What follows belongs to an exercise in optimizing a design on an open flow for small area; a production flow would make more cautious choices. The RTL was checked by simulation tests, not by an equivalence proof against the original design. Power is estimated from default activity; no workload was simulated.

<file path="design/flow/config.mk">
export PLATFORM = sky130hd
export DESIGN_NAME = synth_top
export DESIGN_NICKNAME = synth_top
export VERILOG_FILES = /design/flow/design.v
export SDC_FILE = /design/flow/constraint.sdc
export NUM_CORES = 4
export LEC_CHECK = 0
export CAP_MARGIN = 20
export CORE_MARGIN = 2
export CORE_UTILIZATION = 60
export SLEW_MARGIN = 20
</file>
<file path="design/flow/standard.sh">
#!/bin/bash
# synth_recipe.tcl (not shown) runs the flow's synth.tcl, then flattens the netlist and writes it again
# the make line also repeats each setting of config.mk as NAME=value (left out here)
make -C /OpenROAD-flow-scripts/flow DESIGN_CONFIG=/design/flow/config.mk WORK_HOME=/design/flow/orfs CLKGATE_MAP_FILE= SYNTH_SCRIPT=/design/flow/synth_recipe.tcl "${@:-finish}"
</file>
<file path="design/flow/design.v">
module reg_file(
  input             clk,
  input             rst,
  input             write_en,
  input      [3:0]  wrData,
  input      [15:0] DataIn,
  input      [3:0]  rdDataA,
  input      [3:0]  rdDataL,
  output     [15:0] A,
  output     [9:0]  L,
  input             hold_i2c,
  input             i2c_wr_en,
  input             i2c_ack_fail,
  input      [7:0]  i2c_to_reg_file_data,
  output     [7:0]  reg_file_to_i2c_data,
  output     [7:0]  i2c_slave_addr,
  output     [8:0]  i2c_addr,
  output     [15:0] pwm_reg0,
  output     [15:0] pwm_reg1,
  output     [15:0] pwm_reg2,
  output     [15:0] pwm_reg3,
  output     [15:0] pwm_reg4,
  output     [15:0] pwm_reg5,
  output     [15:0] pwm_reg6,
  output     [15:0] pwm_reg7);
  reg [15:0] r [1:15];
  reg        pend;
  wire        i2c_we = (i2c_wr_en & ~hold_i2c) | pend;
  wire [15:0] din    = rst ? 16'h0000 : DataIn;
  assign i2c_addr             = r[6][8:0];
  assign i2c_slave_addr       = r[7][7:0];
  assign reg_file_to_i2c_data = r[7][15:8];
  assign pwm_reg0 = r[8];
  assign pwm_reg1 = r[9];
  assign pwm_reg2 = r[10];
  assign pwm_reg3 = r[11];
  assign pwm_reg4 = r[12];
  assign pwm_reg5 = r[13];
  assign pwm_reg6 = r[14];
  assign pwm_reg7 = r[15];
  reg [15:0] a_or;
  reg [9:0]  l_or;
  integer j;
  always @(*) begin
    a_or = 16'h0000;
    l_or = 10'h000;
    for (j = 1; j < 16; j = j + 1) begin
      a_or = a_or | ({16{rdDataA == j}} & r[j]);
      l_or = l_or | ({10{rdDataL == j}} & r[j][9:0]);
    end
  end
  assign A = a_or;
  assign L = l_or;
  integer i;
  always @(posedge clk) begin
    pend <= ~rst & i2c_wr_en & hold_i2c;
    for (i = 1; i < 16; i = i + 1) begin
      if (rst | (write_en & (wrData == i)))
        r[i] <= din;
      else if (i2c_we & (i == 6))
        r[i][9:8] <= {i2c_ack_fail, 1'b0};
      else if (i2c_we & (i == 7))
        r[i][15:8] <= i2c_to_reg_file_data;
    end
  end
endmodule
module Core(
  input             clk,
  input             rst,
  input      [15:0] mem_to_core_data,
  output     [15:0] core_to_mem_data,
  output     [9:0]  core_to_mem_address,
  output            core_to_mem_write_enable,
  input             i2c_wr_en,
  input             i2c_ack_fail,
  input      [7:0]  i2c_to_core_data,
  output     [7:0]  core_to_i2c_data,
  output     [7:0]  i2c_reg_addr,
  output     [8:0]  i2c_addr,
  output     [15:0] pwm_reg0,
  output     [15:0] pwm_reg1,
  output     [15:0] pwm_reg2,
  output     [15:0] pwm_reg3,
  output     [15:0] pwm_reg4,
  output     [15:0] pwm_reg5,
  output     [15:0] pwm_reg6,
  output     [15:0] pwm_reg7);
  wire [15:0] d = mem_to_core_data;
  reg        st_dec;
  reg        st_ex;
  reg [15:0] ir;
  reg [15:0] opr;
  reg [9:0]  pc;
  reg [1:0]  flag;
  wire st_fetch = ~st_dec & ~st_ex;
  wire [3:0] op = ir[15:12];
  wire op_lw  = op == 4'h0;
  wire op_sw  = op == 4'h1;
  wire op_jmp = op == 4'h2;
  wire op_br  = op == 4'h3;
  wire op_lt  = op == 4'hC;
  wire op_eq  = op == 4'hD;
  wire op_slr = op == 4'h9;
  wire op_ls  = op_lw | op_sw;
  wire d_hi = (d[15:12] == 4'h0) | (d[15:12] == 4'h1) | (d[15:12] == 4'h5);
  wire [3:0]  idx_a = st_dec ? (d_hi ? d[11:8] : d[7:4]) : ir[3:0];
  wire [15:0] ra;
  wire [9:0]  rl;
  wire [9:0]  addr = opr[9:0] + rl;
  wire        sub = op_lt | op_eq | (op == 4'hB);
  wire [16:0] s   = {1'b0, opr} + {1'b0, ra ^ {16{sub}}} + {16'b0, sub};
  wire        borrow = ~s[16];
  wire        zero   = s[15:0] == 16'h0000;
  function [15:0] rev16(input [15:0] x);
    integer k;
    for (k = 0; k < 16; k = k + 1) rev16[k] = x[15-k];
  endfunction
  wire [15:0] sh_in  = op_slr ? rev16(opr) : opr;
  wire [15:0] sh_out = sh_in << ir[3:0];
  wire [15:0] shres  = op_slr ? rev16(sh_out) : sh_out;
  reg [15:0] alu;
  always @(*) begin
    case (op)
      4'h4:    alu = {8'h00, ir[7:0]};
      4'h5:    alu = opr | {ir[7:0], 8'h00};
      4'h6:    alu = opr & ra;
      4'h7:    alu = opr | ra;
      4'h8:    alu = shres;
      4'h9:    alu = shres;
      4'hA:    alu = s[15:0];
      4'hB:    alu = borrow ? 16'h0000 : s[15:0];
      default: alu = ~opr;
    endcase
  end
  wire        we   = st_ex & (op_lw | (op_jmp & ir[6]) | ~(op_sw | op_jmp | op_br | op_lt | op_eq));
  wire [3:0]  widx = op_lw ? ir[3:0] : (op_jmp ? 4'd5 : ir[11:8]);
  wire [15:0] wd   = op_lw ? d : (op_jmp ? {6'b0, pc} : alu);
  reg_file rf(
    .clk(clk), .rst(rst),
    .write_en(we), .wrData(widx), .DataIn(wd),
    .rdDataA(idx_a), .rdDataL(ir[7:4]), .A(ra), .L(rl),
    .hold_i2c(st_dec),
    .i2c_wr_en(i2c_wr_en), .i2c_ack_fail(i2c_ack_fail),
    .i2c_to_reg_file_data(i2c_to_core_data),
    .reg_file_to_i2c_data(core_to_i2c_data),
    .i2c_slave_addr(i2c_reg_addr), .i2c_addr(i2c_addr),
    .pwm_reg0(pwm_reg0), .pwm_reg1(pwm_reg1), .pwm_reg2(pwm_reg2), .pwm_reg3(pwm_reg3),
    .pwm_reg4(pwm_reg4), .pwm_reg5(pwm_reg5), .pwm_reg6(pwm_reg6), .pwm_reg7(pwm_reg7));
  wire flag_br  = ir[8] ? flag[1] : flag[0];
  wire flag_jmp = ir[7] ? flag[1] : flag[0];
  wire take_br  = st_ex & op_br & (ir[11] == flag_br);
  wire take_jmp = st_ex & op_jmp & (~ir[11] | (ir[10] == flag_jmp));
  wire [9:0] pc_sum = pc + (st_dec ? 10'd1 : {{2{ir[7]}}, ir[7:0]});
  assign core_to_mem_address      = st_ex ? (op_ls ? addr : 10'd0) : pc;
  assign core_to_mem_data         = (st_ex & op_sw) ? ra : 16'h0000;
  assign core_to_mem_write_enable = st_ex & op_sw;
  always @(posedge clk) begin
    ir  <= d;
    opr <= ra;
    st_dec <= ~rst & st_fetch;
    st_ex  <= ~rst & st_dec & (d[15:12] != 4'hF);
    if (rst | st_dec | take_br | take_jmp)
      pc <= rst ? 10'd0 : (take_jmp ? ra[9:0] : pc_sum);
    if (rst | (st_ex & op_lt))
      flag[1] <= ~rst & borrow;
    if (rst | (st_ex & op_eq))
      flag[0] <= ~rst & zero;
  end
endmodule
module counter(input clk,
               input reset,
               input [7:0] count_to,
               output reg [7:0] ncount);
  function cout8(input [7:0] a, input [7:0] b, input cin);
    integer k;
    reg c;
    begin
      c = cin;
      for (k = 0; k < 8; k = k + 1)
        c = (a[k] & b[k]) | (c & (a[k] | b[k]));
      cout8 = c;
    end
  endfunction
  wire lt   = cout8(count_to, ncount, 1'b0);
  wire wrap = (count_to != 8'd0) & ~lt;
  wire [7:0] dec = {ncount[7] ^ ~(|ncount[6:0]), ncount[6] ^ ~(|ncount[5:0]),
                    ncount[5] ^ ~(|ncount[4:0]), ncount[4] ^ ~(|ncount[3:0]),
                    ncount[3] ^ ~(|ncount[2:0]), ncount[2] ^ ~(|ncount[1:0]),
                    ncount[1] ^ ~ncount[0], ~ncount[0]};
  always @(posedge clk)
    ncount <= (reset | wrap) ? 8'hFF : dec;
endmodule
module pwm(input clk,
           input reset,
           input [15:0] pwm_reg,
           output reg pwm_out);
  function cout8(input [7:0] a, input [7:0] b, input cin);
    integer k;
    reg c;
    begin
      c = cin;
      for (k = 0; k < 8; k = k + 1)
        c = (a[k] & b[k]) | (c & (a[k] | b[k]));
      cout8 = c;
    end
  endfunction
  wire [7:0] ncount;
  counter U1(.clk(clk), .reset(reset), .count_to(pwm_reg[15:8]), .ncount(ncount));
  always @(posedge clk)
    pwm_out <= ~reset & cout8(pwm_reg[7:0], ncount, 1'b1);
endmodule
module I2C(
  input            clock,
  input            reset,
  input      [8:0] device_address,
  input      [7:0] reg_address,
  input      [7:0] data_in,
  input            sda_read,
  input            scl_read,
  output reg       sda_out,
  output reg       scl_out,
  output reg [7:0] data_out,
  output reg       ack_fail,     
  output           WE);
  reg       active;     
  reg [3:0] step;       
  reg [6:0] p;          
  function [6:0] lf(input integer n);
    integer i;
    reg [6:0] x;
    begin
      x = 7'd1;
      for (i = 0; i < n; i = i + 1) x = {x[5:0], x[6] ^ x[5]};
      lf = x;
    end
  endfunction
  localparam [6:0] L0 = lf(0), L1 = lf(1), L41 = lf(41), L51 = lf(51),
                   L92 = lf(92), L95 = lf(95), L99 = lf(99);
  reg [3:0] b;          
  reg [5:0] sample;     
  reg       ended;      
  localparam [3:0] S_START = 4'b0000, S_DEVW = 4'b0001, S_REG = 4'b0011,
                   S_DATA = 4'b0111, S_REP = 4'b0110, S_DEVR = 4'b0101,
                   S_RECV = 4'b0100, S_ONE = 4'b1100, S_STOP = 4'b1000;
  wire ph_start = step == S_START;
  wire ph_send  = ~step[3] & step[0];
  wire ph_rep   = step == S_REP;
  wire ph_recv  = step == S_RECV;
  wire ph_one   = step == S_ONE;
  wire ph_stop  = step == S_STOP;
  wire p0  = p == L0;
  wire p1  = p == L1;
  wire p41 = p == L41;
  wire p51 = p == L51;
  wire p92 = p == L92;
  wire p95 = p == L95;
  wire p99 = p == L99;
  wire b0  = b == 4'd0;
  wire b1  = b == 4'd1;
  wire b8  = b == 4'd8;
  wire b9  = b == 4'd9;
  reg [7:0] byte_s;
  always @(*) begin
    case (step[2:1])
      2'b00:   byte_s = {device_address[7:1], 1'b0};
      2'b01:   byte_s = reg_address;
      2'b11:   byte_s = data_in;
      default: byte_s = {device_address[7:1], 1'b1};
    endcase
  end
  wire bit_s = byte_s[~b[2:0]];
  wire seq  = ph_send | ph_recv;
  wire adv  = ~(active & seq) | ~scl_out | scl_read;
  wire high = sample[5];
  assign WE = active & ph_stop & b1 & p51;
  wire fin = (ph_start & p41) | (ph_one & b1 & p1) | (ph_send & b9 & p0) |
             (ph_recv & b8 & p1) | ((ph_rep | ph_stop) & b1 & p51);
  reg [3:0] step_next;
  always @(*) begin
    if (ph_stop)       step_next = S_START;
    else if (ack_fail) step_next = S_STOP;
    else begin
      case (step)
        S_START: step_next = S_DEVW;
        S_DEVW:  step_next = S_REG;
        S_REG:   step_next = device_address[0] ? S_REP : S_DATA;
        S_DATA:  step_next = device_address[0] ? S_REP : S_STOP;
        S_REP:   step_next = S_DEVR;
        S_DEVR:  step_next = S_RECV;
        S_RECV:  step_next = S_ONE;
        default: step_next = S_STOP;
      endcase
    end
  end
  always @(posedge clock) begin
    if (reset) begin
      active  <= 1'b0;
      step    <= S_START;
      sda_out <= 1'b1;
      scl_out <= 1'b1;
    end else if (~active) begin
      active <= device_address[8];
    end else begin
      if (ended) begin
        active <= 1'b0;
        step   <= step_next;
      end
      if (ph_start) begin
        sda_out <= 1'b0;
        if (p41) scl_out <= 1'b0;
      end
      if (ph_send) begin
        if (p1 & ~b9) sda_out <= b8 | bit_s;
        if (p51) scl_out <= 1'b1;
        if (p95) scl_out <= 1'b0;
      end
      if (ph_recv) begin
        if (p51) scl_out <= 1'b1;
        if (p1 & ~b0) scl_out <= 1'b0;
      end
      if (ph_one) begin
        if (b0 & p1)  sda_out <= 1'b1;
        if (b0 & p51) scl_out <= 1'b1;
        if (b0 & p92) scl_out <= 1'b0;
      end
      if (ph_rep) begin
        if (b0 & p1)  sda_out <= 1'b1;
        if (b0 & p51) scl_out <= 1'b1;
        if (b1 & p1)  sda_out <= 1'b0;
        if (b1 & p51) scl_out <= 1'b0;
      end
      if (ph_stop) begin
        if (b0 & p1)  sda_out <= 1'b0;
        if (b0 & p51) scl_out <= 1'b1;
        if (b1 & p1)  sda_out <= 1'b1;
      end
    end
  end
  always @(posedge clock) begin
    if (~active) begin
      p     <= L0;
      b     <= 4'd0;
      ended <= 1'b0;
    end else begin
      if (adv) begin
        p <= p99 ? L0 : {p[5:0], p[6] ^ p[5]};
        if (p99) b <= b + 4'd1;
      end
      if (fin) ended <= 1'b1;
    end
    if (p51)
      sample <= 6'd1;
    else if (adv & sda_read)
      sample <= sample + 6'd1;
    if (active & ph_start & p41)
      data_out <= data_in;
    else if (active & ph_recv & p1 & ~b0 & scl_out)
      data_out <= {data_out[6:0], high};
    if (active & ph_start)
      ack_fail <= 1'b0;
    else if (active & ph_send & b8 & p95 & high)
      ack_fail <= 1'b1;
  end
endmodule
module synth_top(
 input 		  	reset_io,
 input		  	clk_io,	 
 input 	[15:0] 		data_in_io,
 output [15:0] 		data_out_io, 
 output [9:0]  		addr_out_io,
 output 		core_to_mem_enable_io,
 input		  	sda_read_io,
 input		  	scl_read_io,
 output			sda_out_io,
 output			scl_out_io,
 output 		pwm0_io,
 output 		pwm1_io,
 output 		pwm2_io,
 output 		pwm3_io,
 output 		pwm4_io,
 output 		pwm5_io,
 output 		pwm6_io,
 output 		pwm7_io
);
wire 			i2c_ack_fail;
wire [8:0]		i2c_addr_wire;
wire [15:0]		core_to_r0;
wire [15:0]		core_to_r1;
wire [15:0]		core_to_r2;
wire [15:0]		core_to_r3;
wire [15:0]		core_to_r4;
wire [15:0]		core_to_r5;
wire [15:0]		core_to_r6;
wire [15:0]		core_to_r7;
wire 			i2c_to_core_WE;
wire [7:0]		i2c_to_core_data_wire;
wire [7:0]		core_to_i2c_data_wire;
wire [7:0]		i2c_to_core_reg_addr_wire;
Core c1(
  .clk							(clk_io),
  .rst							(reset_io),
  .i2c_wr_en						(i2c_to_core_WE),
  .mem_to_core_data				(data_in_io),           
  .core_to_mem_data				(data_out_io),           
  .core_to_mem_address			(addr_out_io),       	  
  .core_to_mem_write_enable		(core_to_mem_enable_io), 		  
  .i2c_ack_fail					(i2c_ack_fail),
  .i2c_to_core_data				(i2c_to_core_data_wire),    
  .core_to_i2c_data				(core_to_i2c_data_wire),      
  .i2c_reg_addr					(i2c_to_core_reg_addr_wire),    
  .i2c_addr						(i2c_addr_wire),
  .pwm_reg0						(core_to_r0),
  .pwm_reg1						(core_to_r1),
  .pwm_reg2						(core_to_r2),
  .pwm_reg3						(core_to_r3),
  .pwm_reg4						(core_to_r4),
  .pwm_reg5						(core_to_r5),
  .pwm_reg6						(core_to_r6),
  .pwm_reg7						(core_to_r7));
pwm p0	  (	
			.clk				(clk_io), 
			.reset				(reset_io), 
			.pwm_reg			(core_to_r0),
			.pwm_out			(pwm0_io)
		  );
pwm p1	  (	
			.clk				(clk_io), 
			.reset				(reset_io), 
			.pwm_reg			(core_to_r1),
			.pwm_out			(pwm1_io)
		  );
pwm p2	  (	
			.clk				(clk_io), 
			.reset				(reset_io), 
			.pwm_reg			(core_to_r2),
			.pwm_out			(pwm2_io)
		  );
pwm p3	  (	
			.clk				(clk_io), 
			.reset				(reset_io), 
			.pwm_reg			(core_to_r3),
			.pwm_out			(pwm3_io)
		  );
pwm p4	  (	
			.clk				(clk_io), 
			.reset				(reset_io), 
			.pwm_reg			(core_to_r4),
			.pwm_out			(pwm4_io)
		  );
pwm p5	  (	
			.clk				(clk_io), 
			.reset				(reset_io), 
			.pwm_reg			(core_to_r5),
			.pwm_out			(pwm5_io)
		  );
pwm p6	  (	
			.clk				(clk_io), 
			.reset				(reset_io), 
			.pwm_reg			(core_to_r6),
			.pwm_out			(pwm6_io)
		  );
pwm p7	  (	
			.clk				(clk_io), 
			.reset				(reset_io), 
			.pwm_reg			(core_to_r7),
			.pwm_out			(pwm7_io)
		  );
I2C i2c_1(  
			.clock				(clk_io),
			.reset				(reset_io),
			.device_address			(i2c_addr_wire),
			.reg_address			(i2c_to_core_reg_addr_wire),
			.data_in			(core_to_i2c_data_wire),
			.sda_read			(sda_read_io),
			.scl_read			(scl_read_io),
			.sda_out			(sda_out_io),
 			.scl_out			(scl_out_io),
			.data_out			(i2c_to_core_data_wire),
			.ack_fail			(i2c_ack_fail),
			.WE				    (i2c_to_core_WE)
			);
endmodule
</file>
<file path="design/flow/flow/run.sh">
#!/bin/bash
# Own flow: the standard layout (standard.sh) with these changes:
#  - synthesis: Yosys's ABC mapping step uses an area-oriented script
#    (flow/abc_area.script) in place of ORFS's speed script; everything else,
#    registers included, is the standard synthesis;
#  - port buffers are sky130_fd_sc_hd__buf_1 (every port still gets one);
#  - clock tree: clkbuf_8 buffers, sinks clustered by 16 within 60 um, no
#    dummy loads;
# Each make run writes its full output to a log file here; ORFS's per-step
# logs are under orfs/logs/.
set -euo pipefail
W=$(pwd)
rm -rf "$W/scripts_area"
cp -r "$FLOW_HOME/scripts" "$W/scripts_area"
cp "$W/flow/abc_area.script" "$W/scripts_area/abc_speed.script"
VARS=(
  "SCRIPTS_DIR=$W/scripts_area"
  "BUFFER_PORTS_ARGS=-buffer_cell sky130_fd_sc_hd__buf_1"
  "CTS_ARGS=-sink_clustering_enable -repair_clock_nets -dont_use_dummy_load -buf_list sky130_fd_sc_hd__clkbuf_8 -sink_clustering_size 16 -sink_clustering_max_diameter 60"
)
bash "$W/standard.sh" "${VARS[@]}" synth > "$W/log_synth.txt" 2>&1
bash "$W/standard.sh" "${VARS[@]}" finish > "$W/log_layout.txt" 2>&1
</file>
<file path="design/flow/constraint.sdc">
create_clock -name core_clock -period 10.0 [get_ports {clk_io}]
set_input_delay 2.0000 -clock core_clock [delete_from_list [all_inputs] [get_ports {clk_io}]]
set_output_delay 2.0000 -clock core_clock [all_outputs]
set_load 0.01 [all_outputs]
</file>
<file path="design/flow/flow/abc_area.script">
strash
&get -n
&st
&deepsyn -T 60
&dch -f
&nf -p -R 1000
&put
</file>
==> results of run 1 <==
-- per-layer routing --
layer	share of wire (%)	track usage, %
met5	0.031	0
met4	8.3	31.50
met3	17	19.06
met2	41	70.74
met1	34	62.39
-- cells in the final DEF (no fill, tap or decap), types with 11 or more instances in the layout --
cell	count
clkbuf_8	34
dfxtp_1	133
a221oi_1	36
nor2b_1	27
o32ai_1	11
a22o_1	23
xnor2_1	58
nor4_1	28
nand4_1	20
buf_1	55
buf_4	82
a22oi_1	104
o21ai_0	91
mux2i_1	13
and2_0	14
nand3_1	42
and3_1	11
o31ai_1	14
a21oi_1	104
a222oi_1	60
o21bai_1	16
ha_1	67
nor2_1	166
edfxtp_1	260
o22ai_1	58
nand2b_1	38
nand2_1	164
a211oi_1	12
clkinv_1	105
nor3_1	35
a21o_1	12
-- path summary, 6_finish.rpt --
kind                                        end  slack [ps]             from
worst max-delay path             c1.rf.r[7][12]         640   data_in_io[12]
worst min-delay path            p6.U1.ncount[0]         440  p6.U1.ncount[0]
worst max register to register   c1.rf.r[7][12]        1380         c1.ir[2]
worst min register to register  p6.U1.ncount[0]         440  p6.U1.ncount[0]
-- cell type report --
cell class	count	area, um2	area share [%]
sequential	393	10470	47.83
multi-input combinational	1380	9176	41.92
timing repair buffer	138	827.0	3.778
tap	442	553.0	2.526
clock buffer	34	467.9	2.138
inverter	105	394.1	1.800
antenna	1	2.502	0.01143
-- sequential cells by signal, indices dropped and copies added (netlist names), 10 cells and up --
| register | count |
|---|---|
| c1.ir | 16 |
| c1.pc | 10 |
| c1.opr | 16 |
| c1.rf.r | 240 |
-- through the flow --
step / instances / total power, W / util (%) / hold slack, ps / area, um2
6_report: 2493 / 0.004206 / 67.11 / 442.0 / 21890
5_1_grt: 2492 / 0.004291 / 67.10 / 461.2 / 21890
4_1_cts: 2492 / 0.004102 / 67.10 / 442.3 / 21890
2_1_floorplan: 1878 / 0.002765 / - / 388.0 / 19930
3_5_place_dp: 2458 / 0.003314 / 65.67 / 415.3 / 21420
3_3_place_gp: 2458 / 0.003285 / 65.67 / 401.1 / 21420
-- cell families after synthesis --
family | Yosys count
DFF | 393
and+or+nand+nor | 594
adders and majority gates | 71
xor gates and xnor gates | 61
muxes | 26
buffers and inverters | 105
AOI/OAI and AO/OA | 628
-- power groups by stage --
stage	combinational (W)	sequential [W]	clock [W]
finish	0.00110	0.00227	0.000836
global placement	0.00102	0.00226	0
floorplan	0.000649	0.00212	0
detailed placement	0.00105	0.00227	0
CTS	0.00105	0.00223	0.000816
global route	0.00116	0.00226	0.000866
==> summary.md, run 1 <==
| Metric | Value |
|---|---|
| Status | no timing/DRC/antenna violations |
| Clock power frac | 19.9% |
| Postcts setup bufs | 0 |
| Synth Area in Compound Gates | 22.47% |
| Post-Synth Adder-Cell Area | 4.557% |
| CTS Hold Bufs | 0 |
| Initial antenna violation count | 3 |
| TritonCTS clock tree | yes |
| I/O Buffers | 56 |
| Worst setup SP type | primary input |
| CTS root buf | clkbuf_8 |
| Detailed Place HPWL | 61,860 um |
| CP delay by family, top | compound AO/OA/AOI/OAI gates |
| Register area share after synthesis | 52.53% |
| CTS max path bufs | 3 |
| Synthesized instance count | 1,878 |
| Initial drt markers | 3,960 |
| Routability cong. | 1.071 |
| Area delta synth->final | 9.831% |
| Buf/Inv on CP | 3 |
| Slew Limit Fails | 0 |
| Area leader, netlist | edfxtp_1 |
| Critical Path RT | 10,310 ps |
| Worst path most repeated cell | a21oi_1 |
| Static leakage | 7.746 nW |
| Sequential share of power | 53.9% |
| Synth cell count leaders | edfxtp_1, nor2_1, nand2_1, dfxtp_1, clkinv_1 |
| Largest family of logic cells by synthesized area | compound AO/OA/AOI/OAI gates |
| Critical Path Sink Type | flop |
| Largest cells by area after synthesis | edfxtp_1, dfxtp_1, ha_1, a22oi_1, nor2_1 |
| DR vias/cell | 7.759 |
| Internal power | 0.002648 W |
| DRC Markers | 0 |
| Critical path's slowest cell | nor2_1 |
| Pwr Density | 192.2 nW/um2 |
| CP Depth | 33 |
| MaxCap Viol Count | 0 |
| Post-Synth XOR/XNOR Area | 2.680% |
| # IOs | 57 |
| Layout cell share with drive strength beyond 1 | 6.780% |
| Hold Fails Final Rpt | 0 |
| Global-route wire length before repair | 121,400 um |
| Syn_area_per_cell | 10.61 um2 |
| Synth cell types | 61 |
| H-tree depth | 2 |
| Hold crit path type | reg2reg |
| Final period demand of the worst path | 9355 ps |
| Max IR drop VDD | 152.7 uV |
| Combinational group share of total power | 26.2% |
| Total grt overflow | 0 |
| # fillers | 2,421 |
| Chip Height | 186.3 um |
| Worst Reg-to-Reg Cells | 31 |
| Post-layout net count | 2,142 |
| Skew final | 94.22 ps |
| Most numerous cell in the Yosys netlist | edfxtp_1 |
| Clock latency on the worst-skew pair | 620 ps |
| Relative slew slack | 16.60% |
| Core area | 32,620 um2 |
| Final worst slack | 644.7 ps |
| Vias | 19,343 |
| Vias in the first global route | 18,085 |
| Ys async rst share | 0% |
| Hold depth | 1 |
| Setup Viol. Count Final | 0 |
| Synthesized net count | 1,968 |
| Sink Count | 393 |
| Initial core utilization | 61.10% |
| Die X | 186.3 um |
| Detailed Route WL | 85,230 um |
| FP Rows | 66 |
| Clock slew at reported path FFs | 90 ps |
| Per-cell routed wire length | 34.19 um |
| RSZ-0062 raised after global routing | false |
| Crit path kind | in2reg |
| CP Max Fanout | 15 |
| Fmax | 0.1069 GHz |
| Sw Pwr | 0.001559 W |
| Mux contribution to synthesized area | 1.557% |
| Slew @ Worst Pin | 1219 ps |
| Drt pass-1 iters | 12 |
| Simple-gate portion of the synthesized area | 14.23% |
| Gr usage total | 49.27% |
| Yosys reg bits | 393 |
| Setup TNS | 0 ps |
| Post-route antenna net violation count | 0 |
| Cell Area, Synth | 19,930 um2 |
| CP max stage delay | 960 ps |
| Sw Share | 37.06% |
| Cts bufs inserted | 34 |
| Pin count of the biggest net entering global routing | 57 |
| Share of the synthesized area in the top cell type | 39.17% |
| Post-CTS Resized | 0 |
| Tcrit/Tclk final | 93.55% |
| Critical path data arrival time | 9660 ps |
| DP Worst Slack | 498.6 ps |
| Synthesis Warnings | 6 |
| Top FF cell, synth | edfxtp_1 |
| Post-synth EDFFs | 260 |
| Die Area | 34,690 um2 |
==> run 2, diff against run 1 <==
--- a/design/flow/flow/run.sh
+++ b/design/flow/flow/run.sh
@@ -8,2 +8,5 @@
 #    dummy loads;
+#  - after global routing, gates on paths with slack are downsized (ORFS's
+#    RECOVER_POWER step), then flow/post_grt.tcl repairs slew and
+#    capacitance again.
 # Each make run writes its full output to a log file here; ORFS's per-step
@@ -18,2 +21,4 @@
   "BUFFER_PORTS_ARGS=-buffer_cell sky130_fd_sc_hd__buf_1"
+  "RECOVER_POWER=100"
+  "POST_GLOBAL_ROUTE_TCL=$W/flow/post_grt.tcl"
   "CTS_ARGS=-sink_clustering_enable -repair_clock_nets -dont_use_dummy_load -buf_list sky130_fd_sc_hd__clkbuf_8 -sink_clustering_size 16 -sink_clustering_max_diameter 60"
==> design/flow/flow/post_grt.tcl (new file) <==
# After ORFS's power recovery (which downsizes gates on paths with slack),
# repair any slew or capacitance violation it left, then legalize and
# re-route the nets that changed.
log_cmd global_route -start_incremental
log_cmd estimate_parasitics -global_routing
repair_design_helper
log_cmd detailed_placement
log_cmd global_route -end_incremental
log_cmd estimate_parasitics -global_routing
==> run 2 against run 1 <==
- still clean
- clock-buffer cell count unchanged
- utilization shrank 0.56 points
- first-iteration DRC count is 3.3% lower
- synthesized area did not move
- flip-flop and latch count is the same
- combinational power about the same
- cell count is the same
- largest power group unchanged
==> summary.md, run 2 <==
| Metric | Value |
|---|---|
| I/O Buffers | 56 (unchanged) |
| CP max stage delay | 620 ps (-340 ps) |
| Top FF cell, synth | edfxtp_1 |
| Yosys reg bits | 393 (unchanged) |
| Post-Synth XOR/XNOR Area | 2.680% (unchanged) |
| FP Rows | 66 (unchanged) |
| Hold depth | 1 (unchanged) |
| Detailed Place HPWL | 61,860 um (unchanged) |
| Pin count of the biggest net entering global routing | 57 (unchanged) |
| MaxCap Viol Count | 0 (unchanged) |
| Area leader, netlist | edfxtp_1 |
| Skew final | 100.4 ps (+6.229 ps) |
| CP Max Fanout | 15 (unchanged) |
| Cts bufs inserted | 34 (unchanged) |
| Clock slew at reported path FFs | 90 ps (about the same) |
| Most common cell after layout, fill and taps aside | edfxtp_1 |
| Vias in the first global route | 18,085 (unchanged) |
| Most numerous cell in the Yosys netlist | edfxtp_1 |
| Postcts setup bufs | 0 (unchanged) |
| Worst hold slack | 439.0 ps (-3.088 ps) |
| Synth Area in Compound Gates | 22.47% (unchanged) |
| Worst Reg-to-Reg Cells | 31 (unchanged) |
| CTS root buf | clkbuf_8 |
| Sink Count | 393 (unchanged) |
| Largest cells by area after synthesis | edfxtp_1, dfxtp_1, ha_1, a22oi_1, nor2_1 |
| Biggest register | c1.rf.r |
| Chip Height | 186.3 um (unchanged) |
| Area delta synth->final | 8.908% |
| Post-route antenna net violation count | 0 (unchanged) |
| Global-route wire length before repair | 121,400 um (unchanged) |
| DRC Markers | 0 (unchanged) |
| Max FFs per register | 240 (unchanged) |
| Critical Path Sink Type | flop |
| TritonCTS clock tree | yes |
| Fmax | 0.1054 GHz (-1.4%) |
| Die Area | 34,690 um2 (unchanged) |
| Synth cell types | 61 (unchanged) |
| CTS Hold Bufs | 0 (unchanged) |
| Clock latency on the worst-skew pair | 620 ps (about the same) |
| Cell Area, Synth | 19,930 um2 (unchanged) |
| Per-cell routed wire length | 34.41 um (+0.66%) |
| Detailed Route WL | 85,790 um (+0.66%) |
| # IOs | 57 (unchanged) |
| CTS max path bufs | 3 (unchanged) |
| Routability cong. | 1.071 (unchanged) |
| Tcrit/Tclk final | 94.92% (+1.4 points) |
| Post-layout net count | 2,142 (unchanged) |
| Worst path most repeated cell | a21oi_1 |
| DP Worst Slack | 498.6 ps (unchanged) |
| Most frequent cells in the layout | edfxtp_1, nor2_1, nand2_1 |
| Critical path's slowest cell | nor2_1 |
| Synthesized net count | 1,968 (unchanged) |
| H-tree depth | 2 (unchanged) |
| Vias | 19,376 (+0.17%) |
| Relative slew slack | 20.53% (+3.9 points) |
| Synthesized instance count | 1,878 (unchanged) |
| Post-CTS Resized | 0 (unchanged) |
| Drt pass-1 iters | 15 (+3) |
| Final worst slack | 508.4 ps (-136.4 ps) |
| Status | no timing/DRC/antenna violations |
| Worst setup SP type | primary input |
| Critical path data arrival time | 9840 ps (+180 ps) |
| Post-Synth Adder-Cell Area | 4.557% (unchanged) |
| Initial drt markers | 3,831 (-3.3%) |
| Crit path kind | in2reg |
| Static leakage | 7.631 nW (-1.5%) |
| Register area share after synthesis | 52.53% (unchanged) |
| Synthesis Warnings | 6 (unchanged) |
| Layout cell share with drive strength beyond 1 | 5.171% (-1.6 points) |
| Pwr Density | 192.8 nW/um2 (+0.36%) |
| Ys async rst share | 0% (unchanged) |
| Synth cell count leaders | edfxtp_1, nor2_1, nand2_1, dfxtp_1, clkinv_1 |
| Max IR drop VDD | 153.1 uV (+0.26%) |
| Initial core utilization | 61.10% (unchanged) |
| Gr usage total | 49.27% (unchanged) |
| Biggest regs | c1.rf.r x240, c1.ir x16, c1.opr x16 |
| Simple-gate portion of the synthesized area | 14.23% (unchanged) |
| Share of the synthesized area in the top cell type | 39.17% (unchanged) |
| Slew Limit Fails | 0 (unchanged) |
| Final period demand of the worst path | 9492 ps (+136.4 ps) |
| Hold Fails Final Rpt | 0 (unchanged) |
| Critical Path RT | 10,350 ps (+40 ps) |
| Largest family of logic cells by synthesized area | compound AO/OA/AOI/OAI gates |
| Setup TNS | 0 ps (unchanged) |
| Core area | 32,620 um2 (unchanged) |
| Setup Viol. Count Final | 0 (unchanged) |
| Hold crit path type | reg2reg |
| Syn_area_per_cell | 10.61 um2 (unchanged) |
| Mux contribution to synthesized area | 1.557% (unchanged) |
| Initial antenna violation count | 4 (+1) |
| Die X | 186.3 um (unchanged) |
| DR vias/cell | 7.772 (+0.17%) |
| Slew @ Worst Pin | 1162 ps (-57.45 ps) |
| Post-synth EDFFs | 260 (unchanged) |
| Total grt overflow | 0 (unchanged) |
-- run 2: cell types whose count changed in the layout (fill, tap and decap cells not counted) --
cell	change
buf_4	-43
clkbuf_1	+33
clkbuf_2	+17
buf_1	-8
a2111oi_0	+6
a2111oi_2	-6
nor3_1	+2
nor3_2	-2
clkbuf_4	+1
-- run 2: kinds of logic after synthesis --
kind of cell / count (synthesis)
DFF: 393
and+or+nand+nor: 594
buffers and inverters: 105
AOI/OAI and AO/OA: 628
adders and majority gates: 71
muxes: 26
xor gates and xnor gates: 61
-- run 2: final cells by class --
cell class,count,area [um2]
fill,2460,10910
sequential,393,10470
multi-input combinational,1380,9129
timing repair buffer,138,690.7
tap,442,553.0
clock buffer,34,467.9
inverter,105,394.1
antenna,1,2.502
-- run 2: final timing paths --
| path | start | to | slack, ps |
|---|---|---|---|
| max reg2reg | c1.ir[2] | c1.rf.r[7][11] | 1210 |
| max | data_in_io[12] | c1.rf.r[7][11] | 510 |
| min reg2reg | p6.U1.ncount[0] | p6.U1.ncount[0] | 440 |
| min | p6.U1.ncount[0] | p6.U1.ncount[0] | 440 |
-- run 2: worst max-delay path, delay by kind of cell --
kind	cells	cell delay, ps
buf+inv	5	1360
fa+ha+maj	1	350
xor+xnor	1	160
compound gates	21	4530
simple gates	5	1410
-- run 2: stage by stage --
stage / cells / utilization (%) / cell area (um2) / total power, W
after floorplan: 1878 / - / 19930 / 0.002765
after global placement: 2458 / 65.67 / 21420 / 0.003285
after detailed placement: 2458 / 65.67 / 21420 / 0.003314
after CTS: 2492 / 67.10 / 21890 / 0.004102
final: 2493 / 66.55 / 21710 / 0.004186
-- run 2: where the power goes --
group	internal, W	switching [W]	total, W
Clock	0.000306	0.000529	0.000835
Combinational	0.000366	0.000716	0.00108
Sequential	0.00196	0.000312	0.00227
Total	0.00263	0.00156	0.00419
-- run 2: layer usage --
| metal | share of wire, % | GRT usage [%] | wire (um) | vias to the layer above |
|---|---|---|---|---|
| met1 | 34 | 62.39 | 29420 | 9037 |
| met4 | 8.8 | 31.50 | 7541 | 4 |
| met2 | 40 | 70.74 | 34540 | 2019 |
| met3 | 17 | 19.06 | 14250 | 526 |
| li1 | - | - | - | 7790 |
| met5 | 0.045 | 0 | 39 | - |
==> run 3, diff against run 2 <==
--- a/design/flow/design.v
+++ b/design/flow/design.v
@@ -120,2 +120,20 @@
   wire [15:0] shres  = op_slr ? rev16(sh_out) : sh_out;
+  wire        op_li  = op == 4'h4;
+  wire        op_oui = op == 4'h5;
+  wire [15:0] y  = op_li ? {8'h00, ir[7:0]} : (op_oui ? {ir[7:0], 8'h00} : ra);
+  reg  [3:0]  tt;
+  always @(*) begin
+    case (op)
+      4'h4:    tt = 4'b1010;
+      4'h5:    tt = 4'b1110;
+      4'h6:    tt = 4'b1000;
+      4'h7:    tt = 4'b1110;
+      default: tt = 4'b0011;
+    endcase
+  end
+  reg [15:0] lres;
+  integer m;
+  always @(*)
+    for (m = 0; m < 16; m = m + 1)
+      lres[m] = tt[{opr[m], y[m]}];
   reg [15:0] alu;
@@ -123,11 +141,6 @@
     case (op)
-      4'h4:    alu = {8'h00, ir[7:0]};
-      4'h5:    alu = opr | {ir[7:0], 8'h00};
-      4'h6:    alu = opr & ra;
-      4'h7:    alu = opr | ra;
-      4'h8:    alu = shres;
-      4'h9:    alu = shres;
-      4'hA:    alu = s[15:0];
-      4'hB:    alu = borrow ? 16'h0000 : s[15:0];
-      default: alu = ~opr;
+      4'h8, 4'h9: alu = shres;
+      4'hA:       alu = s[15:0];
+      4'hB:       alu = borrow ? 16'h0000 : s[15:0];
+      default:    alu = lres;
     endcase
==> design/flow/flow/abc_area.script (replaced) <==
strash
&get -n
&st
&deepsyn -T 60
&dch -f
&nf -p -R 1000 -C 32
&put
==> run 3 against run 2 <==
- utilization decreased by 0.43 points
- sequential power about the same
- clock power up 1%
- largest power group unchanged
==> summary.md, run 3 <==
| Metric | Value |
|---|---|
| Status | no timing/DRC/antenna violations |
| DR vias/cell | 7.575 (-2.5%) |
| Synth Area in Compound Gates | 21.84% (-0.63 points) |
| Multi-input logic area | 9099 um2 (-0.33%) |
| Worst hold endpoint | p2.U1.ncount[0] |
| # fillers | 2,531 (+2.9%) |
| Gr usage total | 46.75% (-2.5 points) |
| R2R setup slack | 1530 ps (+320 ps) |
| Cell area after layout | 21,570 um2 (-0.65%) |
| TritonCTS clock tree | yes |
| Biggest register | c1.rf.r |
| CTS Hold Bufs | 0 (unchanged) |
| Synth cell types | 59 (-3.3%) |
| Worst setup SP type | primary input |
| Skew final | 71.28 ps (-29.17 ps) |
| Relative slew slack | 16.87% (-3.7 points) |
| Hold path start | p2.U1.ncount[0] |
| Core area | 32,620 um2 (unchanged) |
| # IOs | 57 (unchanged) |
| I/O Buffers | 56 (unchanged) |
| Post-Synth XOR/XNOR Area | 2.774% (+0.094 points) |
| CTS root buf | clkbuf_8 |
| Total grt overflow | 0 (unchanged) |
| Syn_area_per_cell | 10.43 um2 (-1.7%) |
| Pin count of the biggest net entering global routing | 41 (-28%) |
| Synthesized instance count | 1,906 (+1.5%) |
| Area leader, netlist | edfxtp_1 |
| Setup Viol. Count Final | 0 (unchanged) |
| Fmax | 0.1066 GHz (+1.2%) |
| Sink Count | 393 (unchanged) |
| Most frequent cells in the layout | edfxtp_1, nand2_1, nor2_1 |
| Vias in the first global route | 17,271 (-4.5%) |
| Routability cong. | 1.083 (+1.2%) |
| Ys async rst share | 0% (unchanged) |
| Slew @ Worst Pin | 1244 ps (+82.03 ps) |
| Biggest regs | c1.rf.r x240, c1.ir x16, c1.opr x16 |
| Critical path data arrival time | 9700 ps (-140 ps) |
| DRC Markers | 0 (unchanged) |
| Global-route wire length before repair | 114,800 um (-5.4%) |
| Clock slew at reported path FFs | 90 ps (about the same) |
| Initial drt markers | 3,576 (-6.7%) |
| Setup TNS | 0 ps (unchanged) |
| Final core occ | 66.12% (-0.43 points) |
| Cell Area, Placed | 21,160 um2 (-1.2%) |
| Initial antenna violation count | 4 (unchanged) |
| Die X | 186.1 um (-0.10%) |
| Crit path kind | in2reg |
| Synth cell count leaders | edfxtp_1, nand2_1, nor2_1, a22oi_1, dfxtp_1 |
| Hold Fails Final Rpt | 0 (unchanged) |
| Static leakage | 7.643 nW (+0.17%) |
| Per-cell routed wire length | 32.54 um (-5.5%) |
| Simple-gate portion of the synthesized area | 15.07% (+0.84 points) |
| Reg2reg start | c1.ir[1] |
| Worst path most repeated cell | nor2_1 |
| Post-CTS Resized | 0 (unchanged) |
| Final period demand of the worst path | 9379 ps (-112.4 ps) |
| Tcrit/Tclk final | 93.79% (-1.1 points) |
| FF+latch area | 10,470 um2 (unchanged) |
| Mux contribution to synthesized area | 1.629% (+0.073 points) |
| Worst hold slack | 429.0 ps (-9.919 ps) |
| Slew Limit Fails | 0 (unchanged) |
| Area delta synth->final | 8.436% |
| MaxCap Viol Count | 0 (unchanged) |
| Largest cells by area after synthesis | edfxtp_1, dfxtp_1, a22oi_1, nand2_1, ha_1 |
| Largest family of logic cells by synthesized area | compound AO/OA/AOI/OAI gates |
| Register area share after synthesis | 52.64% (+0.11 points) |
| Crit Reg-Reg Endpoint | c1.rf.r[7][14] |
| Detailed Place HPWL | 58,600 um (-5.3%) |
| H-tree depth | 2 (unchanged) |
| Most common cell after layout, fill and taps aside | edfxtp_1 |
| Worst Reg-to-Reg Cells | 33 (+6.5%) |
| Initial core utilization | 60.97% (-0.13 points) |
| Die Area | 34,620 um2 (-0.21%) |
| Share of the synthesized area in the top cell type | 39.26% (+0.084 points) |
| Max FFs per register | 240 (unchanged) |
| Post-layout net count | 2,143 (+0.047%) |
| Post-route antenna net violation count | 0 (unchanged) |
| CTS max path bufs | 3 (unchanged) |
| Drt pass-1 iters | 12 (-3) |
| Max IR drop VDD | 152.1 uV (-0.66%) |
| Most numerous cell in the Yosys netlist | edfxtp_1 |
| Synthesized net count | 1,990 (+1.1%) |
| Cell Area, Synth | 19,890 um2 (-0.21%) |
| Worst Setup SP | data_in_io[14] |
| Vias | 18,960 (-2.1%) |
| Synthesis Warnings | 6 (unchanged) |
| CP Max Fanout | 15 (unchanged) |
| Hold depth | 1 (unchanged) |
| Critical Path RT | 10,330 ps (-20 ps) |
| Post-Synth Adder-Cell Area | 4.240% (-0.32 points) |
| Cts bufs inserted | 35 (+2.9%) |
| Hold crit path type | reg2reg |
| CP max stage delay | 910 ps (+290 ps) |
| Top FF cell, synth | edfxtp_1 |
| Clock latency on the worst-skew pair | 620 ps (about the same) |
| Chip Height | 186.1 um (-0.10%) |
| Yosys reg bits | 393 (unchanged) |
| Critical path's slowest cell | clkbuf_1 |
| Detailed Route WL | 81,440 um (-5.1%) |
| Pwr Density | 198.5 nW/um2 (+2.9%) |
| Critical Path Sink Type | flop |
| Layout cell share with drive strength beyond 1 | 4.278% (-0.89 points) |
| Post-synth EDFFs | 260 (unchanged) |
| FP Rows | 66 (unchanged) |
| Postcts setup bufs | 0 (unchanged) |
run 3: cell count changes in the layout (fill, tap and decap cells not counted), moves of 10 or more:
cell,before,now
clkbuf_1,33,19
a22oi_1,104,139
a221oi_1,36,21
clkbuf_2,18,8
nand2_1,164,214
nand2b_1,38,28
run 3: how the worst max path moves through the flow:
| stage | cells past startpoint | endpoint |
|---|---|---|
| floorplan | 31 | c1.rf.r[7][14] |
| global placement | 35 | c1.rf.r[7][10] |
| detailed placement | 35 | c1.rf.r[7][14] |
| CTS | 35 | c1.rf.r[7][14] |
| finish | 34 | c1.rf.r[7][14] |
run 3: logic make-up after synthesis:
family	after synthesis
compound gates	617
fa+ha+maj	66
flops	393
simple gates	642
buf+inv	96
mux	29
xor+xnor	63
run 3: final cells by class:
class                   instances  area share, %
flip-flops and latches        393          48.55
multi-input cells            1417          42.19
repair buffers                116          2.750
well taps                     442          2.564
clock buffers                  35          2.234
inverters                      96          1.671
diodes                          4        0.04641
run 3: report_power, final:
part           switching [W]  leakage (nW)  internal (W)
Combinational       0.000752          3.65      0.000382
Clock               0.000528         0.252      0.000315
Sequential          0.000323          3.74       0.00198
Total                0.00160          7.64       0.00268
run 3: through the flow:
| stage | total power (W) | instances | setup WS (ps) |
|---|---|---|---|
| 2_1_floorplan | 0.002834 | 1906 | 1195 |
| 3_3_place_gp | 0.003362 | 2462 | 833.8 |
| 3_5_place_dp | 0.003386 | 2463 | 691.7 |
| 4_1_cts | 0.004181 | 2498 | 1221 |
| 6_report | 0.004281 | 2503 | 620.7 |
run 3: metal layers:
layer	vias to the layer above	wire (um)	share of wire (%)	global-route usage [%]
met5	-	23	0.028	0
met4	4	6051	7.4	27.75
met3	465	13700	17	18.92
met2	1821	32920	40	65.93
met1	8837	28740	35	60.40
li1	7833	-	-	-
run 3: critical path: cells and delay by family:
kind,cells,cell delay (ps)
simple gates,11,1690
compound gates,16,3670
mux,1,390
xor+xnor,1,140
fa+ha+maj,1,310
buf+inv,4,1480
==> run 4, diff against run 3 <==
--- a/design/flow/config.mk
+++ b/design/flow/config.mk
@@ -9,3 +9,3 @@
 export CORE_MARGIN = 2
-export CORE_UTILIZATION = 60
+export CORE_UTILIZATION = 66
 export SLEW_MARGIN = 20
==> run 4 against run 3 <==
- register-to-register slack got worse by 150 ps
- global-route usage up 4.2 points
- die area decreased by 9.0%
- routed wire length rose by 0.13%
- still clean on timing, DRC and antenna
- synthesized cell count decreased by 0.84%
- non-clock buffer count rose by 11
- cell count decreased by 2.4%
- first-iteration DRC count up 23%
- synthesized area about the same
==> summary.md, run 4 <==
| Metric | Value |
|---|---|
| # fillers | 2,031 (-20%) |
| Post-synth EDFFs | 260 (unchanged) |
| CTS max path bufs | 3 (unchanged) |
| I/O Buffers | 56 (unchanged) |
| Worst setup SP type | primary input |
| Reg2reg start | c1.st_dec |
| Slew @ Worst Pin | 1228 ps (-15.94 ps) |
| Postcts setup bufs | 0 (unchanged) |
| Initial drt markers | 4,382 (+23%) |
| Worst hold endpoint | p5.U1.ncount[0] |
| CTS root buf | clkbuf_8 |
| Post-Synth Adder-Cell Area | 4.244% (about the same) |
| Final period demand of the worst path | 9165 ps (-214.2 ps) |
| Top FF cell, synth | edfxtp_1 |
| Setup Viol. Count Final | 0 (unchanged) |
| Chip Height | 177.5 um (-4.6%) |
| Most frequent cells in the layout | edfxtp_1, nand2_1, nor2_1 |
| Critical path's slowest cell | nor3_2 |
| CP max stage delay | 810 ps (-100 ps) |
| H-tree depth | 2 (unchanged) |
| Max FFs per register | 240 (unchanged) |
| Final worst slack | 835.0 ps (+214.2 ps) |
| Post-Synth XOR/XNOR Area | 2.689% (-0.086 points) |
| Syn_area_per_cell | 10.51 um2 (+0.75%) |
| Die Area | 31,510 um2 (-9.0%) |
| Hold depth | 1 (unchanged) |
| Pin count of the biggest net entering global routing | 47 (+15%) |
| Internal power | 0.002680 W (about the same) |
| Slew Limit Fails | 0 (unchanged) |
| Die X | 177.5 um (-4.6%) |
| Combinational group share of total power | 26.6% (about the same) |
| Synthesized instance count | 1,890 (-0.84%) |
| Hold crit path type | reg2reg |
| # IOs | 57 (unchanged) |
| Synth cell count leaders | edfxtp_1, nand2_1, nor2_1, dfxtp_1, a22oi_1 |
| Gr usage total | 51.00% (+4.2 points) |
| FP Rows | 63 (-4.5%) |
| Clock latency on the worst-skew pair | 590 ps (-30 ps) |
| Routability cong. | 1.145 (+5.7%) |
| DRC Markers | 0 (unchanged) |
| Crit path kind | in2reg |
| Sink Count | 393 (unchanged) |
| Drt pass-1 iters | 12 (unchanged) |
| Setup TNS | 0 ps (unchanged) |
| Layout cell share with drive strength beyond 1 | 4.534% (+0.26 points) |
| MaxCap Viol Count | 0 (unchanged) |
| Synthesized net count | 1,974 (-0.80%) |
| Mux contribution to synthesized area | 1.688% (+0.058 points) |
| Biggest regs | c1.rf.r x240, c1.ir x16, c1.opr x16 |
| Vias in the first global route | 17,720 (+2.6%) |
| Fmax | 0.1091 GHz (+2.3%) |
| Ys async rst share | 0% (unchanged) |
| Cell Area, Synth | 19,870 um2 (about the same) |
| Sw Pwr | 0.001603 W (about the same) |
| Post-layout net count | 2,137 (-0.28%) |
| Pwr Density | 198.8 nW/um2 (+0.12%) |
| Largest cells by area after synthesis | edfxtp_1, dfxtp_1, a22oi_1, nand2_1, ha_1 |
| Status | no timing/DRC/antenna violations |
| Cts bufs inserted | 34 (-2.9%) |
| Share of the synthesized area in the top cell type | 39.29% (about the same) |
| Hold Fails Final Rpt | 0 (unchanged) |
| CTS Hold Bufs | 0 (unchanged) |
| Most common cell after layout, fill and taps aside | edfxtp_1 |
| Crit Reg-Reg Endpoint | c1.rf.r[11][8] |
| Sequential share of power | 54.1% (+0.3 points) |
| Area delta synth->final | 8.450% (about the same) |
| Static leakage | 7.623 nW (-0.27%) |
| Critical Path Sink Type | flop |
| Most numerous cell in the Yosys netlist | edfxtp_1 |
| R2R setup slack | 1380 ps (-150 ps) |
| Core area | 29,640 um2 (-9.1%) |
| Power Total | 0.004283 W (about the same) |
| CP Max Fanout | 13 (-2) |
| Area leader, netlist | edfxtp_1 |
| Detailed Place HPWL | 59,510 um (+1.5%) |
| Detailed Route WL | 81,550 um (+0.13%) |
| Hold path start | p5.U1.ncount[0] |
| Per-cell routed wire length | 33.38 um (+2.6%) |
| TritonCTS clock tree | yes |
| Register area share after synthesis | 52.69% (about the same) |
| DP Worst Slack | 757.8 ps (+66.07 ps) |
| Critical Path RT | 10,150 ps (-180 ps) |
| Critical path data arrival time | 9320 ps (-380 ps) |
| Total grt overflow | 0 (unchanged) |
| Simple-gate portion of the synthesized area | 14.95% (-0.11 points) |
| Largest family of logic cells by synthesized area | compound AO/OA/AOI/OAI gates |
| Skew final | 83.90 ps (+12.62 ps) |
| Sw Share | 37.43% (about the same) |
| Biggest register | c1.rf.r |
| Clock slew at reported path FFs | 100 ps (about the same) |
| Synthesis Warnings | 6 (unchanged) |
| Tcrit/Tclk final | 91.65% (-2.1 points) |
| Worst Reg-to-Reg Cells | 32 (-3.0%) |
| Synth Area in Compound Gates | 21.84% (about the same) |
| Clock power frac | 19.3% (-0.4 points) |
| Vias | 19,582 (+3.3%) |
| Yosys reg bits | 393 (unchanged) |
| Post-route antenna net violation count | 0 (unchanged) |
| Initial core utilization | 67.04% (+6.1 points) |
| Initial antenna violation count | 5 (+1) |
| Relative slew slack | 17.83% (+0.96 points) |
| Post-CTS Resized | 0 (unchanged) |
| Max IR drop VDD | 183.1 uV (+20%) |
| Global-route wire length before repair | 115,800 um (+0.87%) |
| Synth cell types | 65 (+10%) |
| DR vias/cell | 8.016 (+5.8%) |
## run 4: cell count changes after synthesis, sizes merged, moves of 7 or more
cell	change
a21oi	-7
a221o	+9
a221oi	+11
a22oi	-22
nor2b	-10
o21ai	-8
o221ai	-7
xor2	-8
## run 4: worst max-delay path: cells and delay by family
| family | cells | cell delay, ps |
|---|---|---|
| AND/OR/NAND/NOR | 12 | 2070 |
| AO/OA/AOI/OAI | 15 | 3380 |
| buffers and inverters | 4 | 1030 |
| multiplexers | 1 | 350 |
| adder cells (fa/ha/maj) | 1 | 440 |
## run 4: layout make-up
type                       count  area [um2]  share of cell area, %
antenna                        2       5.005                0.02322
clock buffer                  34       467.9                  2.172
inverter                     100       375.4                  1.742
multi-input combinational   1397        9080                  42.14
sequential                   393       10470                  48.59
tap                          390       488.0                  2.264
timing repair buffer         127       663.1                  3.077
## run 4: cell families after synthesis
logic type                 Yosys count
and+or+nand+nor                    632
AOI/OAI and AO/OA                  608
DFF                                393
buffers and inverters              100
adders and majority gates           66
xor gates and xnor gates            61
muxes                               30
## run 4: worst max path at each step
stage	start	endpoint	slack [ps]	cells after the start
after floorplan	data_in_io[12]	c1.rf.r[7][14]	530	33
after global placement	data_in_io[12]	c1.rf.r[7][10]	780	36
after detailed placement	data_in_io[12]	c1.rf.r[7][10]	760	37
after CTS	data_in_io[12]	c1.rf.r[8][8]	1300	33
final	data_in_io[12]	c1.rf.r[11][8]	830	33
## run 4: per-stage QoR
step                      std cells  area (um2)  hold WS (ps)  utilization [%]
final                          2443       21550         427.8            72.71
after CTS                      2439       21620         428.9            72.95
after detailed placement       2405       21150         407.4            71.37
after global placement         2405       21150         402.7            71.37
after floorplan                1890       19870         387.9                -
## run 4: power by group through the flow
stage                     registers [W]  clock network [W]  logic (W)
after floorplan                 0.00215                  0   0.000695
after global placement          0.00231                  0    0.00105
after detailed placement        0.00231                  0    0.00108
after CTS                       0.00227           0.000797    0.00109
final                           0.00232           0.000826    0.00114
## run 4: per-layer routing
| layer | track usage [%] | up-vias | wire [um] |
|---|---|---|---|
| met1 | 65.52 | 9060 | 27050 |
| met2 | 72.03 | 2161 | 32330 |
| li1 | - | 7799 | - |
| met5 | 0 | - | 37 |
| met3 | 20.63 | 558 | 15080 |
| met4 | 31.22 | 4 | 7055 |
==> run 5, diff against run 4 <==
--- a/design/flow/design.v
+++ b/design/flow/design.v
@@ -108,5 +108,6 @@
   wire [9:0]  rl;
-  wire [9:0]  addr = opr[9:0] + rl;
   wire        sub = op_lt | op_eq | (op == 4'hB);
-  wire [16:0] s   = {1'b0, opr} + {1'b0, ra ^ {16{sub}}} + {16'b0, sub};
+  wire [15:0] ay  = op_ls ? {6'b0, rl} : (ra ^ {16{sub}});
+  wire [16:0] s   = {1'b0, opr} + {1'b0, ay} + {16'b0, sub};
+  wire [9:0]  addr = s[9:0];
   wire        borrow = ~s[16];
--- a/design/flow/config.mk
+++ b/design/flow/config.mk
@@ -9,3 +9,3 @@
 export CORE_MARGIN = 2
-export CORE_UTILIZATION = 66
+export CORE_UTILIZATION = 60
 export SLEW_MARGIN = 20
==> run 5 against run 4 <==
- worst setup slack lost 380 ps
- utilization shrank 6.4 points
- worst hold slack lost 2.4 ps
- critical endpoint is now addr_out_io[9]
- sequential share of layout area grew 0.21 points
- critical path depth shrank 5
- largest cell class unchanged
==> summary.md, run 5 <==
| Metric | Value |
|---|---|
| Status | no timing/DRC/antenna violations |
| Setup Viol. Count Final | 0 (unchanged) |
| H-tree depth | 2 (unchanged) |
| Postcts setup bufs | 0 (unchanged) |
| Drt pass-1 iters | 9 (-3) |
| Max IR drop VDD | 177.9 uV (-2.8%) |
| Syn_area_per_cell | 10.44 um2 (-0.73%) |
| Hold path start | p5.U1.ncount[0] |
| Post-Synth Adder-Cell Area | 3.769% (-0.47 points) |
| Synth Area in Compound Gates | 22.64% (+0.80 points) |
| CTS root buf | clkbuf_8 |
| Final period demand of the worst path | 9544 ps (+378.7 ps) |
| CP max stage delay | 410 ps (-400 ps) |
| Sink Count | 393 (unchanged) |
| Critical Path RT | 8000 ps (-2150 ps) |
| Reg2reg start | c1.ir[3] |
| Initial core utilization | 60.71% (-6.3 points) |
| Most numerous cell in the Yosys netlist | edfxtp_1 |
| Post-Layout Cell Count | 2,488 (+1.8%) |
| Critical Path Sink Type | output port |
| Post-layout net count | 2,120 (-0.80%) |
| Mux contribution to synthesized area | 1.547% (-0.14 points) |
| Cell area after layout | 21,460 um2 (-0.43%) |
| Clock latency on the worst-skew pair | 660 ps (+70 ps) |
| # IOs | 57 (unchanged) |
| Skew final | 109.8 ps (+25.89 ps) |
| Yosys reg bits | 393 (unchanged) |
| Pin count of the biggest net entering global routing | 49 (+4.3%) |
| Register area share after synthesis | 53.28% (+0.59 points) |
| Vias in the first global route | 17,723 (+0.017%) |
| Die X | 185.0 um (+4.2%) |
| Cell Area, Placed | 21,010 um2 (-0.66%) |
| Most common cell after layout, fill and taps aside | edfxtp_1 |
| Core area | 32,370 um2 (+9.2%) |
| Static leakage | 7.495 nW (-1.7%) |
| Worst path most repeated cell | a21oi_1 |
| Critical path's slowest cell | a221o_1 |
| Clock slew at reported path FFs | 80 ps (-20 ps) |
| Ys async rst share | 0% (unchanged) |
| FP Rows | 66 (+4.8%) |
| Tcrit/Tclk final | 95.44% (+3.8 points) |
| Synthesized instance count | 1,883 (-0.37%) |
| Critical path data arrival time | 7540 ps (-1780 ps) |
| CTS max path bufs | 3 (unchanged) |
| Synth cell count leaders | edfxtp_1, nand2_1, nor2_1, a22oi_1, dfxtp_1 |
| Setup TNS | 0 ps (unchanged) |
| Relative slew slack | 15.93% (-1.9 points) |
| Per-cell routed wire length | 32.67 um (-2.1%) |
| Detailed Route WL | 81,280 um (-0.33%) |
| DP Cell Count | 2,446 (+1.7%) |
| Simple-gate portion of the synthesized area | 14.78% (-0.18 points) |
| Chip Height | 185.0 um (+4.2%) |
| Hold Fails Final Rpt | 0 (unchanged) |
| CTS Hold Bufs | 0 (unchanged) |
| DRC Markers | 0 (unchanged) |
| Initial antenna violation count | 5 (unchanged) |
| TritonCTS clock tree | yes |
| Cts bufs inserted | 36 (+5.9%) |
| Area leader, netlist | edfxtp_1 |
| Worst setup SP type | primary input |
| Cell Area, Synth | 19,650 um2 (-1.1%) |
| Gr usage total | 47.96% (-3.0 points) |
| Initial drt markers | 4,013 (-8.4%) |
| DR vias/cell | 7.605 (-5.1%) |
| Most frequent cells in the layout | edfxtp_1, nand2_1, nor2_1 |
| MaxCap Viol Count | 0 (unchanged) |
| Synthesis Warnings | 6 (unchanged) |
| Biggest register | c1.rf.r |
| Global-route wire length before repair | 117,300 um (+1.3%) |
| Post-CTS Resized | 0 (unchanged) |
| Detailed Place HPWL | 58,420 um (-1.8%) |
| Largest cells by area after synthesis | edfxtp_1, dfxtp_1, a22oi_1, nand2_1, a21oi_1 |
| Share of the synthesized area in the top cell type | 39.73% (+0.44 points) |
| Post-Synth XOR/XNOR Area | 2.095% (-0.59 points) |
| Crit path kind | in2out |
| Layout cell share with drive strength beyond 1 | 5.237% (+0.70 points) |
| CP Max Fanout | 15 (+2) |
| Synth cell types | 65 (unchanged) |
| Top FF cell, synth | edfxtp_1 |
| I/O Buffers | 56 (unchanged) |
| Synthesized net count | 1,958 (-0.81%) |
| Slew @ Worst Pin | 1256 ps (+28.32 ps) |
| Post-route antenna net violation count | 0 (unchanged) |
| Area delta synth->final | 9.187% |
| Slew Limit Fails | 0 (unchanged) |
| Hold crit path type | reg2reg |
| Pwr Density | 199.0 nW/um2 (+0.13%) |
| Total grt overflow | 0 (unchanged) |
| Largest family of logic cells by synthesized area | compound AO/OA/AOI/OAI gates |
| Biggest regs | c1.rf.r x240, c1.ir x16, c1.opr x16 |
| Post-synth EDFFs | 260 (unchanged) |
| Routability cong. | 1.084 (-5.3%) |
| Worst Setup SP | data_in_io[14] |
| Fmax | 0.1048 GHz (-4.0%) |
| Max FFs per register | 240 (unchanged) |
| Die Area | 34,220 um2 (+8.6%) |
| Vias | 18,922 (-3.4%) |
run 5: cell types whose count changed after synthesis, sizes merged, moves of 9 or more:
cell,delta
o21bai,+11
a22oi,+27
a21oi,+32
nand2,-24
a222oi,-20
ha,-9
a221oi,-9
nand4,+15
xnor2,-13
run 5: power breakdown:
part / internal (W) / total, W / switching, W
combinational: 0.000352 / 0.00110 / 0.000748
sequential: 0.00199 / 0.00230 / 0.000314
clock: 0.000323 / 0.000866 / 0.000543
run 5: worst paths after layout:
check	to	slack, ps	cells past startpoint
max	addr_out_io[9]	460	28
min	p5.U1.ncount[0]	430	1
max reg2reg	c1.rf.r[2][0]	1350	33
min reg2reg	p5.U1.ncount[0]	430	1
run 5: per-layer routing:
metal | vias to the layer above | routed length (um) | track usage (%)
met5 | - | 82 | 1.630
met4 | 6 | 6360 | 31.90
met2 | 1793 | 34610 | 70.62
li1 | 7762 | - | -
met1 | 8927 | 27910 | 60.45
met3 | 434 | 12330 | 15.53
run 5: cell families after synthesis:
logic type,after synthesis
mux,29
xor+xnor,47
compound gates,641
flops,393
fa+ha+maj,58
simple gates,616
buf+inv,99
run 5: critical path, delay by kind of cell:
family          cells  cell delay, ps
compound gates     13            2590
xor+xnor            1             290
fa+ha+maj           1             320
buf+inv             5             910
simple gates        8            1420
run 5: through the flow:
step,utilization [%],hold slack [ps],setup WS [ps],power (W)
2_1_floorplan,-,387.2,956.5,0.002805
3_5_place_dp,64.92,407.1,481.1,0.003364
3_3_place_gp,64.89,399.7,616.1,0.003329
6_report,66.28,425.3,456.2,0.004270
4_1_cts,66.45,427.4,518.0,0.004181
run 5: area by class of cell:
type                    count  area [um2]
fillers                  2565       10910
flip-flops and latches    393       10470
multi-input cells        1391        8905
repair buffers            124       654.4
well taps                 442       553.0
clock buffers              36       495.5
inverters                  99       371.6
diodes                      3       7.507

-- re-timing with driven ports --
No port has a modelled driver above. Below, the same layouts with a new extraction and two added sets of constraints.
Step 1 (the two cells are an assumption about what drives the block):
set clk [get_ports {clk_io}]
set_driving_cell -lib_cell sky130_fd_sc_hd__clkbuf_16 $clk
set_driving_cell -lib_cell sky130_fd_sc_hd__buf_2 [delete_from_list [all_inputs] $clk]
Step 2, shift: input delay + t, output delay - t, t = (earliest + latest rising clock arrival at the registers) / 2. This alone moves slack from input paths to output paths.
Three values: no drivers, after step 1, after step 2; two values: the first two.
run | t (ns) | setup WS [ns] | worst setup path at the end
run 1 | 0.621 | 0.645 / 0.662 / 0.041 | input to register
run 2 | 0.619 | 0.508 / 0.527 / -0.092 | input to register
run 3 | 0.634 | 0.621 / 0.647 / 0.013 | input to register
run 4 | 0.602 | 0.835 / 0.859 / 0.257 | input to register
run 5 | 0.657 | 0.456 / 0.436 / -0.030 | input to register
With both steps, setup timing fails in run 2 and run 5, where it was met with ideal ports. For run 3, which loses most, drivers alone change the setup slack by +0.026 ns; drivers and shift together by -0.608 ns.
